This design comes from an exercise in tuning for small area, a short achievable clock period and few clock cycles on the open sky130 flow, not from production work.
Where RTL was checked, it was by simulation tests only, not by an equivalence proof against the original.
The RTL of run 1 was laid out without a check of its function.

## flow/design.v (module list and top-level ports; edited modules follow where they fit)
// module CONV: 3868 lines
// module FA3: 4 lines
// module HA2: 4 lines
module CONV(
	input		clk,
	input		reset,
	output	reg	busy,
	input		ready,
	output	reg [11:0]	iaddr,
	input	signed [19:0] idata,
	output	 reg cwr,
	output	 reg [11:0]	caddr_wr,
	output	 reg [19:0]	cdata_wr,
	output	 reg	crd,
	output	 reg [11:0]	caddr_rd,
	input	 [19:0]	cdata_rd,
	output reg 	[2:0] 	csel
	);
  // ...
==> flow/flow/run.sh <==
#!/bin/bash
set -euo pipefail
export BUFFER_PORTS_ARGS="-buffer_cell sky130_fd_sc_hd__buf_1"
bash standard.sh SETUP_SLACK_MARGIN=6.7 finish > flow_standard.log 2>&1
==> flow/standard.sh <==
#!/bin/bash
# synth_recipe.tcl (not shown) runs the flow's synth.tcl, then flattens the netlist and writes it again
# the make line also repeats each setting of config.mk as NAME=value (left out here)
make -C /OpenROAD-flow-scripts/flow DESIGN_CONFIG=/design/flow/config.mk WORK_HOME=/design/flow/orfs CLKGATE_MAP_FILE= SYNTH_SCRIPT=/design/flow/synth_recipe.tcl "${@:-finish}"
==> flow/config.mk <==
export PLATFORM = sky130hd
export DESIGN_NAME = CONV
export DESIGN_NICKNAME = CONV
export VERILOG_FILES = /design/flow/design.v
export SDC_FILE = /design/flow/constraint.sdc
export NUM_CORES = 4
export LEC_CHECK = 0
export CAP_MARGIN = 20
export CORE_MARGIN = 2
export CORE_UTILIZATION = 65
export CTS_CLUSTER_DIAMETER = 100
export CTS_CLUSTER_SIZE = 25
export SLEW_MARGIN = 40
export SYNTH_HIERARCHICAL = 1
==> flow/constraint.sdc <==
create_clock -name core_clock -period 10.0 [get_ports {clk}]
set_input_delay 2.0000 -clock core_clock [delete_from_list [all_inputs] [get_ports {clk}]]
set_output_delay 2.0000 -clock core_clock [all_outputs]
set_load 0.01 [all_outputs]
==> reports/results.tsv, run 1 <==
metric	value	unit
min_from	sr9[11]$_DFF_P_	
syn-cell-area	42800	um2
synth_top_area_share	45.4	%
num_antenna_cells	0	
ff2ff_path_depth	7	
die_area	67900	um2
synth_xor_area_share	1.35	%
clk_latency	630	ps
holdCritPathClass	reg -> reg	
synth_common_cells	fa_1, dfxtp_1, inv_1, ha_1, dfrtp_1	
post-route-period-util	33.1	%
core_area	65500	um2
wl_per_cell	31.7	um
critPathTopFamily	adder cells	
critical_path_arrival	3790	ps
synth_compound_area_share	1.97	%
synth_area_leader_cell	fa_1	
crit_path_frequent_cell	fa_1	
gp_congestion	1.02	
end_kind	flip-flop	
initialDrtViolationCount	2170	
antenna_found_initial	7	
multi_input_gates	1504	
synth-seq-cells	858	
cts_resized	190	
slew-limit-headroom	53.2	%
critPathSlowestCell	fa_1	
viasPerCell	5.89	
skew	38.9	ps
area_share_nonclk_buffers	2.68	%
muxShareOfSynthArea	1.49	%
cp-start-kind	flip-flop	
design.seq.count	858	
cts.sinks	858	
path_cells	buf_4 > fa_1 > fa_1 > fa_1 > inv_1 > fa_1 > fa_1	
antenna_left	0	
avgSynthCellArea	16.3	um2
cts_inserted_buffers	44	
status	no timing/DRC/antenna violations	
==> run 2: changes to the inputs <==
--- a/flow/design.v
+++ b/flow/design.v
@@ -3823,29 +3823,29 @@
 reg  [9:0]  wc;          
 reg         endw;        
 wire [19:0] mx    = (rf || rq > acc) ? rq : acc;
 wire        res_v = rv & rl;
 wire        wr1   = ~l0go & (hold_v | res_v);
 wire        rd1   = (l0go & (|oc[11:4])) | (l0done & ~rdone & ~wr1);
 always @(posedge clk) begin
 	rq <= cdata_rd;
-	if (rv) acc <= mx;
+	acc <= mx;
 	if (!hold_v || wr1) hold <= mx;
 end
 always @(posedge clk or posedge reset) begin
 	if (reset) begin
 		oc <= 12'd0; l0done <= 1'b0; rc <= 12'd0; rdone <= 1'b0;
 		rv1 <= 1'b0; rl1 <= 1'b0; rf1 <= 1'b0; rv <= 1'b0; rl <= 1'b0; rf <= 1'b0;
 		hold_v <= 1'b0; wc <= 10'd0; endw <= 1'b0;
 		cwr <= 1'b0; crd <= 1'b0; busy <= 1'b0;
 	end else begin
 		if (l0go) oc <= oc + 12'd1;
 		if (l0go && oc == 12'hfff) l0done <= 1'b1;
-		rv1 <= rd1; rl1 <= rc[1:0] == 2'd3; rf1 <= rc[1:0] == 2'd0;
+		rv1 <= rd1; rl1 <= rd1 && rc[1:0] == 2'd3; rf1 <= rd1 && rc[1:0] == 2'd0;
 		rv <= rv1; rl <= rl1; rf <= rf1;
 		if (rd1) rc <= rc + 12'd1;
 		if (rd1 && rc == 12'hfff) rdone <= 1'b1;
 		if (wr1) hold_v <= hold_v & res_v;
 		else if (res_v) hold_v <= 1'b1;
 		if (wr1) wc <= wc + 10'd1;
 		cwr <= l0go | wr1;
 		crd <= rd1;
==> flow/flow/run.sh (replaced) <==
#!/bin/bash
set -euo pipefail
export BUFFER_PORTS_ARGS="-buffer_cell sky130_fd_sc_hd__buf_2"
bash standard.sh SETUP_SLACK_MARGIN=6.8 finish > flow_standard.log 2>&1
==> flow/config.mk (replaced) <==
export PLATFORM = sky130hd
export DESIGN_NAME = CONV
export DESIGN_NICKNAME = CONV
export VERILOG_FILES = /design/flow/design.v
export SDC_FILE = /design/flow/constraint.sdc
export NUM_CORES = 4
export LEC_CHECK = 0
export CAP_MARGIN = 20
export CORE_MARGIN = 2
export CORE_UTILIZATION = 62
export CTS_CLUSTER_DIAMETER = 100
export CTS_CLUSTER_SIZE = 25
export SLEW_MARGIN = 20
export SYNTH_HIERARCHICAL = 1
==> run 2 against run 1 <==
Net effect:
- critical path depth down 1
- sequential share of layout area down 1.6 points
- synthesized area down 0.76%
- wire length up 5.0%
- synthesized cell count up 0.61%
- final cell count up 4.0%
- highest routed layer unchanged
==> reports/results.tsv, run 2 <==
metric	value	unit	change
setup_ws	6660	ps	
wl_met1	47900	um	
status	no timing/DRC/antenna violations		
io-pin-count	105		
finalMaxSlewViolations	0		
rows	95		
drc	0		
gp_congestion	1.07		+4.3%
wl_per_cell	32.0	um	+0.96%
fin_cells	3874		
highest_layer	met5		
slew-limit-headroom	22.9	%	-30 points
initialDrtViolationCount	2419		+11%
synthFlopType	dfxtp_1		
end_kind	flip-flop		
grt.overflow.total	0		
grt_max_degree	68		
reg2reg_slack	6660	ps	
vias	22739		
drt_pass1_iterations	5		
core_area	67500	um2	+3.1%
async_flop_share	7.81	%	
antenna_found_initial	5		-2
mostFrequentLayoutCells	fa_1, dfxtp_1, inv_1, buf_4, dfxtp_4		
viasPerCell	5.87		-0.42%
synth_top_area_share	45.7	%	+0.35 points
rsz0062_at_grt	yes		
skew	48.3	ps	+9.42 ps
hold_violations	0		
setup_tns	0	ps	
clkTransAtPathRegs	100	ps	
holdBufCountCts	0		
dp_hpwl	94100	um	
h-tree-depth	2		
post-route-period-util	33.4	%	+0.30 points
yosys-top-cells-area	fa_1, dfxtp_1, dfrtp_1, ha_1, inv_1		
cts_inserted_buffers	45		+2.3%
cts_tree	built		
worstPathRequired	10550	ps	
nNetsFinal	4101		
root_buffer	clkbuf_16		
cts.sinks	858		unchanged
r2r-start	sr0[16]$_SDFF_PP0_		
placed_cells	3598		
wl_met3	11500	um	
ff2ff_path_depth	6		-1
synth_common_cells	fa_1, dfxtp_1, inv_1, ha_1, dfrtp_1		
avgSynthCellArea	16.1	um2	-1.4%
holdCritPathClass	reg -> reg		
io_buffers	102		
fmax	299	MHz	
tightest_slew	1150	ps	
clk_path_buf_depth	3		
die_area	70600	um2	+4.0%
syn-num-nets	3765		
die_x	266	um	
setup_viol	0		
r2r_end	r5_28_3$_DFF_P_		
syn-cell-area	42500	um2	-0.76%
clk_latency	660	ps	+30 ps
grt_pass1_vias	25151		
worst-path-max-fanout	7		
routed-wl-met2	57100	um	
netlist_instances	2642		
yosysMostFrequentCell	fa_1		
grt_usage	36.1	%	
antenna_left	0		unchanged
start_util	62.9	%	
place_ws	6170	ps	
synth_warnings	7		
num_antenna_cells	0		unchanged
min_from	sr14[18]$_DFF_P_		
cp-start-kind	flip-flop		
synth_area_leader_cell	fa_1		
drive_gt1_share	22.6	%	
final_common_cell	fa_1		
holdPathStages	0		
synth_edf_count	20		
totalWireLength	124000	um	
critical_path_arrival	3890	ps	+100 ps
synth-seq-cells	858		unchanged
whs_endpoint	sr15[18]$_DFF_P_		
worst-setup-path-type	reg -> reg		
yosysUniqueCellTypes	57		
die_y	266	um	
grt_pass1_wl	175000	um	
ys_seq_area_share	41.7	%	
maxCapViolCount	0		
syn_to_final_growth	14.0	%	
min_period	3340	ps	
## run 2: logic make-up after synthesis
group,count (synthesis),share of synthesized area [%]
buffers and inverters,263,2.37
AOI/OAI and AO/OA,138,2.22
other,2,0.0177
xor gates and xnor gates,64,1.32
DFF,858,41.7
and+or+nand+nor,201,2.47
muxes,36,0.943
adders and majority gates,1080,49.0
## run 2: Yosys stat by module (local to each module, per instance)
module  flip-flops and latches  cells inside  area, um2  copies in the design
CONV                       858          1658      22900                     1
FA3                          0             1       20.0                   967
HA2                          0             1       12.5                    17
## run 2: how the worst max path moves through the flow
stage | startpoint | endpoint | cells after the start
global route | r5_13_4$_DFF_P_ | lowc$_DFF_P_ | 11
floorplan | sr12[5]$_DFF_P_ | r5_10_2$_DFF_P_ | 6
detailed placement | sr2[10]$_DFF_P_ | r5_22_5$_DFF_P_ | 6
finish | sr0[16]$_SDFF_PP0_ | r5_28_3$_DFF_P_ | 6
CTS | r5_13_4$_DFF_P_ | lowc$_DFF_P_ | 11
global placement | sr2[10]$_DFF_P_ | r5_22_5$_DFF_P_ | 6
## run 2: through the flow
step	utilization, %	area, um2	hold slack, ps
global route	71.7	48400	327
global placement	65.2	44000	310
detailed placement	65.2	44000	312
floorplan	-	42500	310
CTS	70.2	47400	321
finish	71.7	48400	324
## run 2: area by class of cell
type | instances | area, um2
Multi-Input combinational cell | 1521 | 24100
Clock inverter | 13 | 280
Tap cell | 873 | 1090
Timing Repair Buffer | 312 | 2610
Fill cell | 4290 | 19100
Sequential cell | 858 | 18300
Inverter | 240 | 905
Clock buffer | 57 | 1190
## run 2: repair_timing
action / 4_1_cts / 5_1_grt
endpoints found under the setup margin: 152 / 72
gates resized for setup: 329 / 91
endpoints found under the hold margin: 0 / 0
pin swaps: 31 / 59
setup buffers: 120 / 86
cloned: 0 / 0
## run 2: metal layers
metal | track usage (%) | vias to the layer above
met4 | 16.3 | 8
met1 | 50.4 | 12139
met3 | 8.11 | 365
li1 | - | 8882
met2 | 55.3 | 1345
met5 | 0 | -
## run 2: critical path, stage by stage, from the launching register on
cell and delay, ps:
dfxtp_4 410, buf_4 150, fa_1 540, fa_1 640, fa_1 460, fa_1 540
fa_1 500
Testbench counts of run 2, summed over its fixed seeds: cycles 83,824.
==> run 3: changes to the inputs <==
==> flow/flow/run.sh (replaced) <==
#!/bin/bash
# The standard layout (the standard.sh, unchanged synthesis and steps),
# with the timing repair asked for extra setup slack (SETUP_SLACK_MARGIN) so
# that the resizer also speeds up paths that already meet the 10 ns clock.
# The clock period and constraints are the design's. make's output goes to
# flow_standard.log; each ORFS step also logs under orfs/logs/.
set -euo pipefail
bash standard.sh SETUP_SLACK_MARGIN=6.55 finish > flow_standard.log 2>&1
==> run 3 against run 2 <==
Net effect:
- count of clock-buffer cells in the layout decreased by 4
- final cell count down 5.4%
- global-route usage is 0.18 points higher
- design area fell by 4.7%
- die area unchanged
- critical endpoint is now r5_15_5$_DFF_P_
- critical path depth down 1
- still clean
- wire length down 2.2%
==> reports/results.tsv, run 3 <==
metric	value	unit	change
dp_hpwl	93900	um	-0.19%
fillers	4522		+5.4%
io-pin-count	105		unchanged
totalWireLength	121000	um	-2.2%
synth_edf_count	20		unchanged
place_area	44500	um2	+1.1%
slew-limit-headroom	25.6	%	+2.7 points
hold_violations	0		unchanged
grt_pass1_wl	176000	um	+0.36%
drc	0		unchanged
nNetsFinal	3893		-5.1%
synth_warnings	7		unchanged
fmax	292	MHz	-2.6%
start_util	62.9	%	unchanged
viasPerCell	5.94		+1.3%
antenna_found_initial	3		-2
synth_area_leader_cell	fa_1		
holdPathStages	0		unchanged
skew	62.5	ps	+14.2 ps
worst-setup-path-type	reg -> reg		
whs_endpoint	sr20[0]$_DFF_P_		
critical_path_arrival	3920	ps	+30 ps
mostFrequentLayoutCells	fa_1, dfxtp_1, inv_1, dfxtp_2, ha_1		
grt_max_degree	68		unchanged
maxCapViolCount	0		unchanged
die_x	266	um	unchanged
wl_per_cell	33.1	um	+3.4%
antenna_left	0		unchanged
worstPathRequired	10490	ps	-60 ps
avgSynthCellArea	16.1	um2	unchanged
critPathLaunch	sr12[0]$_DFF_P_		
syn-num-nets	3765		unchanged
synth_top_area_share	45.7	%	unchanged
async_flop_share	7.81	%	unchanged
setup_viol	0		unchanged
syn_to_final_growth	8.61	%	
clk_latency	670	ps	about the same
drt_pass1_iterations	5		unchanged
post-route-util	68.3	%	-3.4 points
h-tree-depth	2		unchanged
core_area	67500	um2	unchanged
vias	21778		-4.2%
reg2reg_slack	6570	ps	-90 ps
yosysUniqueCellTypes	57		unchanged
min_from	sr19[0]$_DFF_P_		
grt_usage	36.3	%	+0.18 points
worst-path-max-fanout	9		+2
rsz0062_at_grt	yes		
cts.sinks	858		unchanged
gp_congestion	1.07		+0.21%
r2r-start	sr12[0]$_DFF_P_		
ff2ff_path_depth	5		-1
synthFlopType	dfxtp_1		
syn-cell-area	42500	um2	unchanged
setup_tns	0	ps	unchanged
grt_pass1_vias	24995		-0.62%
io_buffers	102		unchanged
root_buffer	clkbuf_16		
yosys-top-cells-area	fa_1, dfxtp_1, dfrtp_1, ha_1, inv_1		
end_kind	flip-flop		
ys_seq_area_share	41.7	%	unchanged
clk_path_buf_depth	3		unchanged
final_common_cell	fa_1		
die_area	70600	um2	unchanged
tightest_slew	1110	ps	-38.2 ps
finish.instance_area	46100	um2	-4.7%
drive_gt1_share	9.35	%	-13 points
cts_inserted_buffers	44		-2.2%
initialDrtViolationCount	2152		-11%
holdCritPathClass	reg -> reg		
netlist_instances	2642		unchanged
clkTransAtPathRegs	90	ps	about the same
post-cts-setup-buffers	0		-100%
finalMaxSlewViolations	0		unchanged
rows	95		unchanged
min_period	3430	ps	+89.3 ps
post-route-period-util	34.3	%	+0.89 points
cp-start-kind	flip-flop		
r2r_end	r5_15_5$_DFF_P_		
cts_tree	built		
holdBufCountCts	0		unchanged
synth-seq-cells	858		unchanged
grt.overflow.total	0		unchanged
synth_common_cells	fa_1, dfxtp_1, inv_1, ha_1, dfrtp_1		
die_y	266	um	unchanged
yosysMostFrequentCell	fa_1		
status	no timing/DRC/antenna violations		
[run 3: changes by cell type in the layout (fill, tap and decap cells not counted), sizes merged]
cell	delta
buf	-308
dlygate4sd2	+60
clkdlybuf4s50	+42
clkbuf	-5
clkinv	-2
inv	+2
diode	+1
[run 3: timing repair]
item	in CTS	in global routing
resized for setup	214	39
pin swaps	0	4
setup endpoints to repair	193	30
[run 3: routing by layer]
metal	vias up	part of all wire (%)	wire, um	GRT usage (%)
li1	8474	-	-	-
met1	11725	38	46300	49.1
met2	1235	46	55700	55.4
met3	344	9.4	11300	9.01
met4	0	6.4	7750	19.2
met5	-	0	0	0
[run 3: stage by stage]
stage	hold slack (ps)	std cells	worst slack, ps
after detailed placement	312	3597	6090
after global placement	310	3597	6080
final	324	3664	6570
after CTS	329	3663	6540
after global routing	329	3663	6500
after floorplan	310	2642	6790
[run 3: area by class of cell]
cell class | instances | area [um2] | area share [%]
inverter | 240 | 905 | 1.96
multi-input combinational | 1521 | 23800 | 51.6
antenna | 1 | 2.50 | 0.00542
clock buffer | 53 | 1130 | 2.46
timing repair buffer | 105 | 968 | 2.10
sequential | 858 | 18000 | 39.0
tap | 873 | 1090 | 2.37
clock inverter | 13 | 255 | 0.553
[run 3: kinds of logic (layout without fill, tap and decap cells)]
family,Yosys count,after routing,synth area share [%]
adders and majority gates,1080,1080,49.0
muxes,36,36,0.943
xor gates and xnor gates,64,64,1.32
buffers and inverters,263,411,2.37
and+or+nand+nor,201,201,2.47
AOI/OAI and AO/OA,138,138,2.22
DFF,858,858,41.7
other,2,3,0.0177
[run 3: critical path: stages, from the launching register on]
cell and delay (ps):
dfxtp_2 700, fa_1 570, fa_1 600, fa_1 450
fa_1 560, fa_1 420
[run 3: worst max-delay path by stage]
stage,to,slack [ps],depth (start not counted)
floorplan,r5_10_2$_DFF_P_,6790,6
global placement,r5_22_5$_DFF_P_,6080,6
detailed placement,r5_10_2$_DFF_P_,6090,6
CTS,r5_10_2$_DFF_P_,6540,7
global route,r5_15_5$_DFF_P_,6500,6
finish,r5_15_5$_DFF_P_,6570,5
[run 3: per-module statistics from Yosys (local to each module, per instance)]
module / cells / copies in the design / flops+latches / area [um2]
HA2: 1 / 17 / 0 / 12.5
CONV: 1658 / 1 / 858 / 22900
FA3: 1 / 967 / 0 / 20.0
==> run 4: changes to the inputs <==
--- a/flow/flow/run.sh
+++ b/flow/flow/run.sh
@@ -7,2 +7,2 @@
 set -euo pipefail
-bash standard.sh SETUP_SLACK_MARGIN=6.55 finish > flow_standard.log 2>&1
+bash standard.sh SETUP_SLACK_MARGIN=6.7 finish > flow_standard.log 2>&1
==> run 4 against run 3 <==
Net effect:
- still clean on timing, DRC and antenna
- design area rose by 2.5%
- count of clock-buffer cells in the layout did not move
- synthesized cell count did not move
- die area did not move
- global-route usage rose by 0.14 points
- non-clock buffer count rose by 90
- highest routed layer unchanged
==> reports/results.tsv, run 4 <==
metric	value	unit	change
tightest_slew	1120	ps	+9.03 ps
mostFrequentLayoutCells	fa_1, dfxtp_1, inv_1, dfxtp_4, ha_1		
fillers	4389		-2.9%
grt_pass1_wl	176000	um	+0.22%
skew	59.2	ps	-3.36 ps
finalMaxSlewViolations	0		unchanged
setup_viol	0		unchanged
final_common_cell	fa_1		
grt_pass1_vias	25044		+0.20%
die_x	266	um	unchanged
clk_latency	660	ps	about the same
antenna_found_initial	6		+3
cts_inserted_buffers	44		unchanged
critical_path_arrival	3840	ps	-80 ps
clkTransAtPathRegs	100	ps	about the same
cts_tree	built		
synth_edf_count	20		unchanged
wl_per_cell	32.6	um	-1.4%
area.sequential	18200	um2	+1.4%
drc	0		unchanged
synth_common_cells	fa_1, dfxtp_1, inv_1, ha_1, dfrtp_1		
min_period	3290	ps	-137 ps
io_buffers	102		unchanged
yosys-top-cells-area	fa_1, dfxtp_1, dfrtp_1, ha_1, inv_1		
core_area	67500	um2	unchanged
dp_hpwl	93900	um	unchanged
status	no timing/DRC/antenna violations		
rsz0062_at_grt	yes		
worstPathRequired	10550	ps	+60 ps
gp_congestion	1.07		unchanged
holdCritPathClass	reg -> reg		
cts.sinks	858		unchanged
end_kind	flip-flop		
num_antenna_cells	0		-1
initialDrtViolationCount	2361		+9.7%
place_area	44500	um2	unchanged
root_buffer	clkbuf_16		
slew-limit-headroom	25.0	%	-0.60 points
antenna_left	0		unchanged
post-route-period-util	32.9	%	-1.4 points
h-tree-depth	2		unchanged
worst-setup-path-type	reg -> reg		
reg2reg_slack	6710	ps	+140 ps
multiInputGateArea	23800	um2	+0.24%
synth_top_area_share	45.7	%	unchanged
drive_gt1_share	12.8	%	+3.5 points
maxCapViolCount	0		unchanged
synthFlopType	dfxtp_1		
grt_usage	36.5	%	+0.14 points
yosysUniqueCellTypes	57		unchanged
drt_pass1_iterations	7		+2
ys_seq_area_share	41.7	%	unchanged
start_util	62.9	%	unchanged
netlist_instances	2642		unchanged
nNetsFinal	3983		+2.3%
avgSynthCellArea	16.1	um2	unchanged
synth_warnings	7		unchanged
synth-seq-cells	858		unchanged
syn_to_final_growth	11.4	%	
die_area	70600	um2	unchanged
setup_tns	0	ps	unchanged
die_y	266	um	unchanged
yosysMostFrequentCell	fa_1		
async_flop_share	7.81	%	unchanged
worst-path-max-fanout	8		-1
synth_area_leader_cell	fa_1		
clk_path_buf_depth	3		unchanged
finish.instance_area	47300	um2	+2.5%
syn-num-nets	3765		unchanged
hold_ws	325	ps	+0.999 ps
viasPerCell	5.95		+0.12%
syn-cell-area	42500	um2	unchanged
cp-start-kind	flip-flop		
fmax	304	MHz	+4.2%
rows	95		unchanged
grt_max_degree	68		unchanged
hold_violations	0		unchanged
io-pin-count	105		unchanged
vias	22334		+2.6%
holdBufCountCts	0		unchanged
grt.overflow.total	0		unchanged
totalWireLength	122000	um	+1.0%
## run 4: cell count changes in the layout (fill, tap and decap cells not counted), sizes merged
cell | before | now
dlygate4sd2 | 60 | 57
buf | 3 | 94
diode | 1 | 0
clkdlybuf4s15 | 0 | 2
## run 4: cells by family after synthesis
family                     Yosys count  share of synthesized area [%]
xor gates and xnor gates            64                           1.32
AOI/OAI and AO/OA                  138                           2.22
adders and majority gates         1080                           49.0
buffers and inverters              263                           2.37
other                                2                         0.0177
muxes                               36                          0.943
and+or+nand+nor                    201                           2.47
DFF                                858                           41.7
## run 4: final timing paths
kind,start,endpoint,depth (start not counted)
max,sr2[9]$_DFF_P_,r5_21_6$_DFF_P_,6
min,sr19[0]$_DFF_P_,sr20[0]$_DFF_P_,0
max reg2reg,sr2[9]$_DFF_P_,r5_21_6$_DFF_P_,6
min reg2reg,sr19[0]$_DFF_P_,sr20[0]$_DFF_P_,0
max in group asynchronous,reset,rc[4]$_DFFE_PP0P_,3
min in group asynchronous,reset,endw$_DFF_PP0_,3
## run 4: worst max-delay path, stage by stage, from the launching register on
cell     delay [ps]
dfxtp_4         560
fa_1            510
fa_1            510
fa_2            600
inv_1            70
fa_1            520
fa_1            420
## run 4: timing repair
action | 4_1_cts | 5_1_grt
pin swaps | 10 | 9
gates resized for setup | 304 | 68
endpoints found under the setup margin | 209 | 44
setup buffers | 0 | 90
## run 4: area by class of cell
class	instances	share of cell area, %
multi-input combinational	1521	50.4
sequential	858	38.6
timing repair buffer	195	3.87
clock buffer	53	2.40
tap	873	2.31
inverter	240	1.91
clock inverter	13	0.540
## run 4: Yosys stat by module, one instance, submodules excluded
module,flops+latches,area [um2]
CONV,858,22900
FA3,0,20.0
HA2,0,12.5
## run 4: routing by layer
metal	global-route usage (%)	wire, um	vias up
met1	49.5	46500	11975
met5	0	0	-
met2	55.6	56700	1334
met3	8.94	11800	362
met4	18.7	7420	0
li1	-	-	8663
## run 4: through the flow
stage | std cells | setup WS (ps) | util, %
3_5_place_dp | 3597 | 6090 | 65.9
6_report | 3753 | 6710 | 70.1
3_3_place_gp | 3597 | 6080 | 65.9
4_1_cts | 3663 | 6650 | 68.5
5_1_grt | 3753 | 6680 | 70.1
2_1_floorplan | 2642 | 6790 | -

re-timing with driven ports:
No port has a modelled driver above. Below, the same layouts with a new extraction and two added sets of constraints. Step 1: set_driving_cell puts a clkbuf_16 on clk and a buf_2 on each other input, an assumption about the parent block. Step 2 adds t to the input delays and takes it off the output delays; t is the mean of the earliest and latest rising clock arrival at the registers after step 1. Input paths then give back, and output paths get back, about the clock's delay inside the block. Three values: ideal ports, drivers, drivers and shift; two values: the first two.
run	t, ns	setup slack, ns	hold slack, ns	pins driven straight from the clock port
run 1	0.677	6.691 / 6.691 / 6.691	0.307 / 0.307 / 0.307	1
run 2	0.707	6.661 / 6.661 / 6.661	0.324 / 0.324 / 0.324	1
run 3	0.699	6.571 / 6.571 / 6.571	0.324 / 0.324 / 0.324	1
run 4	0.700	6.708 / 6.660 / 6.708	0.325 / 0.325 / 0.325	1
After both steps every run listed still meets setup and hold.
